This is an optimization exercise on Yosys and OpenROAD, whose aim is small area, not a production implementation.
In this exercise RTL edits were held to simulation tests only and were not proved equivalent to the original.

Design complex_multiplier, start of the top module:
module complex_multiplier #(parameter INPUT_DATA_WIDTH = 16)
    (
        input  wire                                    i_clk,
        input  wire                                    i_rst,
        input  wire signed [INPUT_DATA_WIDTH-1:0]      i_real_h,
        input  wire signed [INPUT_DATA_WIDTH-1:0]      i_imag_h,
        input  wire signed [INPUT_DATA_WIDTH-1:0]      i_real_y,
        input  wire signed [INPUT_DATA_WIDTH-1:0]      i_imag_y,
        output wire signed [INPUT_DATA_WIDTH*2:0]      o_real,
        output reg  signed [INPUT_DATA_WIDTH*2:0]      o_imag
    );
    wire [15:0] cg = i_real_y;
    wire [15:0] dg = i_imag_y;
    wire s_1, c_2;
    cm_ha us_1 (.a(i_real_h[0]), .b(i_imag_h[0]), .s(s_1), .co(c_2));
    wire s_3, c_4;
    cm_fa us_3 (.a(i_real_h[1]), .b(i_imag_h[1]), .ci(c_2), .s(s_3), .co(c_4));
    wire s_5, c_6;
    cm_fa us_5 (.a(i_real_h[2]), .b(i_imag_h[2]), .ci(c_4), .s(s_5), .co(c_6));
    wire s_7, c_8;
    cm_fa us_7 (.a(i_real_h[3]), .b(i_imag_h[3]), .ci(c_6), .s(s_7), .co(c_8));
    wire s_9, c_10;
    cm_fa us_9 (.a(i_real_h[4]), .b(i_imag_h[4]), .ci(c_8), .s(s_9), .co(c_10));
    wire s_11, c_12;
    cm_fa us_11 (.a(i_real_h[5]), .b(i_imag_h[5]), .ci(c_10), .s(s_11), .co(c_12));
    wire s_13, c_14;
    cm_fa us_13 (.a(i_real_h[6]), .b(i_imag_h[6]), .ci(c_12), .s(s_13), .co(c_14));
    wire s_15, c_16;
    cm_fa us_15 (.a(i_real_h[7]), .b(i_imag_h[7]), .ci(c_14), .s(s_15), .co(c_16));
    wire s_17, c_18;
    cm_fa us_17 (.a(i_real_h[8]), .b(i_imag_h[8]), .ci(c_16), .s(s_17), .co(c_18));
    wire s_19, c_20;
  ...
Size: ~2,300 cells after synthesis, about 130 I/O pins, about 23,000 um^2 of cells after synthesis.
clock: 10.0 ns
lec_check: 0
abc_area: 1
cap_margin: 20
core_margin: 2
core_utilization: 60
cts_buf_list: sky130_fd_sc_hd__clkbuf_8
slew_margin: 20
synth_hierarchical: 1
synth_minimum_keep_size: 0
buffer_ports_args: -buffer_cell sky130_fd_sc_hd__buf_1
cts_args: -sink_clustering_enable -repair_clock_nets -buf_list sky130_fd_sc_hd__clkbuf_8 -dont_use_dummy_load
standard.sh (not shown) runs the stock make flow with config.mk's settings and CLKGATE_MAP_FILE= SYNTH_SCRIPT=/design/flow/synth_recipe.tcl, a recipe that flattens the netlist after the stock synthesis.
==> flow/flow/run.sh <==
#!/bin/bash
# Layout flow: the standard flow (standard.sh), except that
#  - the port buffers use the smallest buffer cell, sky130_fd_sc_hd__buf_1;
#  - clock tree synthesis uses clkbuf_8 buffers and inserts no dummy loads.
set -euo pipefail
echo 'export BUFFER_PORTS_ARGS = -buffer_cell sky130_fd_sc_hd__buf_1' >> config.mk
echo 'export CTS_ARGS = -sink_clustering_enable -repair_clock_nets -buf_list sky130_fd_sc_hd__clkbuf_8 -dont_use_dummy_load' >> config.mk
bash standard.sh > standard.log 2>&1
Then changed:
==> flow/flow/run.sh (replaced) <==
#!/bin/bash
# Layout flow: the standard flow (standard.sh), except that
#  - the port buffers use the smallest buffer cell, sky130_fd_sc_hd__buf_1;
#  - clock tree synthesis uses a clkbuf_8 root and clkbuf_4 or clkbuf_8 buffers and inserts no dummy loads;
#  - timing-driven global placement does not keep the buffers and resizing
#    of its internal timing repair (repair_timing after CTS and global
#    routing still fixes any real violation).
set -euo pipefail
echo 'export BUFFER_PORTS_ARGS = -buffer_cell sky130_fd_sc_hd__buf_1' >> config.mk
echo "export CTS_ARGS = -sink_clustering_enable -repair_clock_nets -root_buf sky130_fd_sc_hd__clkbuf_8 -buf_list {sky130_fd_sc_hd__clkbuf_4 sky130_fd_sc_hd__clkbuf_8} -dont_use_dummy_load" >> config.mk
echo 'export GPL_KEEP_OVERFLOW = 0' >> config.mk
bash standard.sh > standard.log 2>&1
Settings changed: CORE_UTILIZATION 60 to 40, CTS_ARGS -sink_clustering_enable -repair_clock_nets -buf_list sky130_fd_sc_hd__clkbuf_8 -dont_use_dummy_load to -sink_clustering_enable -repair_clock_nets -root_buf sky130_fd_sc_hd__clkbuf_8 -buf_list {sky130_fd_sc_hd__clkbuf_4 sky130_fd_sc_hd__clkbuf_8} -dont_use_dummy_load, GPL_KEEP_OVERFLOW set to 0.
Cell area hardly moves.
Cell count climbs by 7.5%.
Count of clock-buffer cells in the layout does not change.
Global-route usage drops by 12 points.
Die area climbs by 49%.
Wire length climbs by about 1%.

complex_multiplier, a different RTL version from the one above (not shown whole).
For scale: about 2200 cells after synthesis, ~170 flip-flops, ~130 I/O pins, about 23000 um2 of cells after synthesis.
Design complex_multiplier, start of the top module:
module complex_multiplier #(parameter INPUT_DATA_WIDTH = 16)
    (
        input  wire                                    i_clk,
        input  wire                                    i_rst,
        input  wire signed [INPUT_DATA_WIDTH-1:0]      i_real_h,
        input  wire signed [INPUT_DATA_WIDTH-1:0]      i_imag_h,
        input  wire signed [INPUT_DATA_WIDTH-1:0]      i_real_y,
        input  wire signed [INPUT_DATA_WIDTH-1:0]      i_imag_y,
        output wire signed [INPUT_DATA_WIDTH*2:0]      o_real,
        output reg  signed [INPUT_DATA_WIDTH*2:0]      o_imag
    );
==> flow/config.mk <==
export PLATFORM = sky130hd
export DESIGN_NAME = complex_multiplier
export DESIGN_NICKNAME = complex_multiplier
export VERILOG_FILES = /design/flow/design.v
export SDC_FILE = /design/flow/constraint.sdc
export NUM_CORES = 4
export LEC_CHECK = 0
export ABC_AREA = 1
export CAP_MARGIN = 20
export CORE_MARGIN = 2
export CORE_UTILIZATION = 40
export CTS_BUF_LIST = sky130_fd_sc_hd__clkbuf_8
export SLEW_MARGIN = 20
export SYNTH_HIERARCHICAL = 1
export SYNTH_MINIMUM_KEEP_SIZE = 0
export BUFFER_PORTS_ARGS = -buffer_cell sky130_fd_sc_hd__buf_1
export CTS_ARGS = -sink_clustering_enable -repair_clock_nets -buf_list sky130_fd_sc_hd__clkbuf_8 -dont_use_dummy_load
export GPL_KEEP_OVERFLOW = 0
==> flow/constraint.sdc <==
create_clock -name core_clock -period 10.0 [get_ports {i_clk}]
set_input_delay 2.0000 -clock core_clock [delete_from_list [all_inputs] [get_ports {i_clk}]]
set_output_delay 2.0000 -clock core_clock [all_outputs]
set_load 0.01 [all_outputs]
==> flow/flow/run.sh <==
#!/bin/bash
# Layout flow: the standard flow (standard.sh), except that
#  - the port buffers use the smallest buffer cell, sky130_fd_sc_hd__buf_1;
#  - clock tree synthesis uses clkbuf_8 buffers and inserts no dummy loads;
#  - timing-driven global placement does not keep the buffers and resizing
#    of its internal timing repair (repair_timing after CTS and global
#    routing still fixes any real violation).
set -euo pipefail
echo 'export BUFFER_PORTS_ARGS = -buffer_cell sky130_fd_sc_hd__buf_1' >> config.mk
echo 'export CTS_ARGS = -sink_clustering_enable -repair_clock_nets -buf_list sky130_fd_sc_hd__clkbuf_8 -dont_use_dummy_load' >> config.mk
echo 'export GPL_KEEP_OVERFLOW = 0' >> config.mk
bash standard.sh > standard.log 2>&1
The baseline finished with timing, DRC and antenna clean.
==> next run, changes <==
Settings changed: CORE_UTILIZATION 40 to 60.
After rerunning: Global-route usage rose by 12 points. Setup slack is worse by 0.14 ns. Utilization rose by 20 points. Maximum frequency fell by about 1.5%. Register-to-register slack is worse by 0.14 ns. Synthesized cell count is unchanged. Count of clock-buffer cells in the layout stays the same.

==> port drivers added, routing unchanged <==
In the flow no input, the clock included, has a driving cell. The finished layouts below were timed again as built, in two steps.
Step 1 sets driving cells, clkbuf_16 on the clock port and buf_2 on the other inputs (assumed; they add their load-dependent delay and slew).
Step 2 times the ports against the registers' clock, not the clock port: input delays grow and output delays shrink by t, the midpoint of the rising clock arrivals with the driver on.
Three values: ideal, step 1, step 2; two values: the first two.
| run | t (ns) | setup slack, ns | worst hold slack (ns) | worst setup path after step 2 | pins driven straight from the clock port |
|---|---|---|---|---|---|
| the first run of note 1 | 0.632 | 0.752 / 0.752 / 0.752 | 0.662 / 0.662 / 0.662 | register to register | 1 |
| the second run of note 1 | 0.623 | 0.481 / 0.481 / 0.481 | 0.679 / 0.679 / 0.679 | register to register | 1 |
| the first run of note 2 | 0.619 | 0.497 / 0.497 / 0.497 | 0.581 / 0.581 / 0.581 | register to register | 1 |
| the second run of note 2 | 0.615 | 0.357 / 0.357 / 0.357 | 0.588 / 0.588 / 0.588 | register to register | 1 |
After both steps every run listed still meets setup and hold.
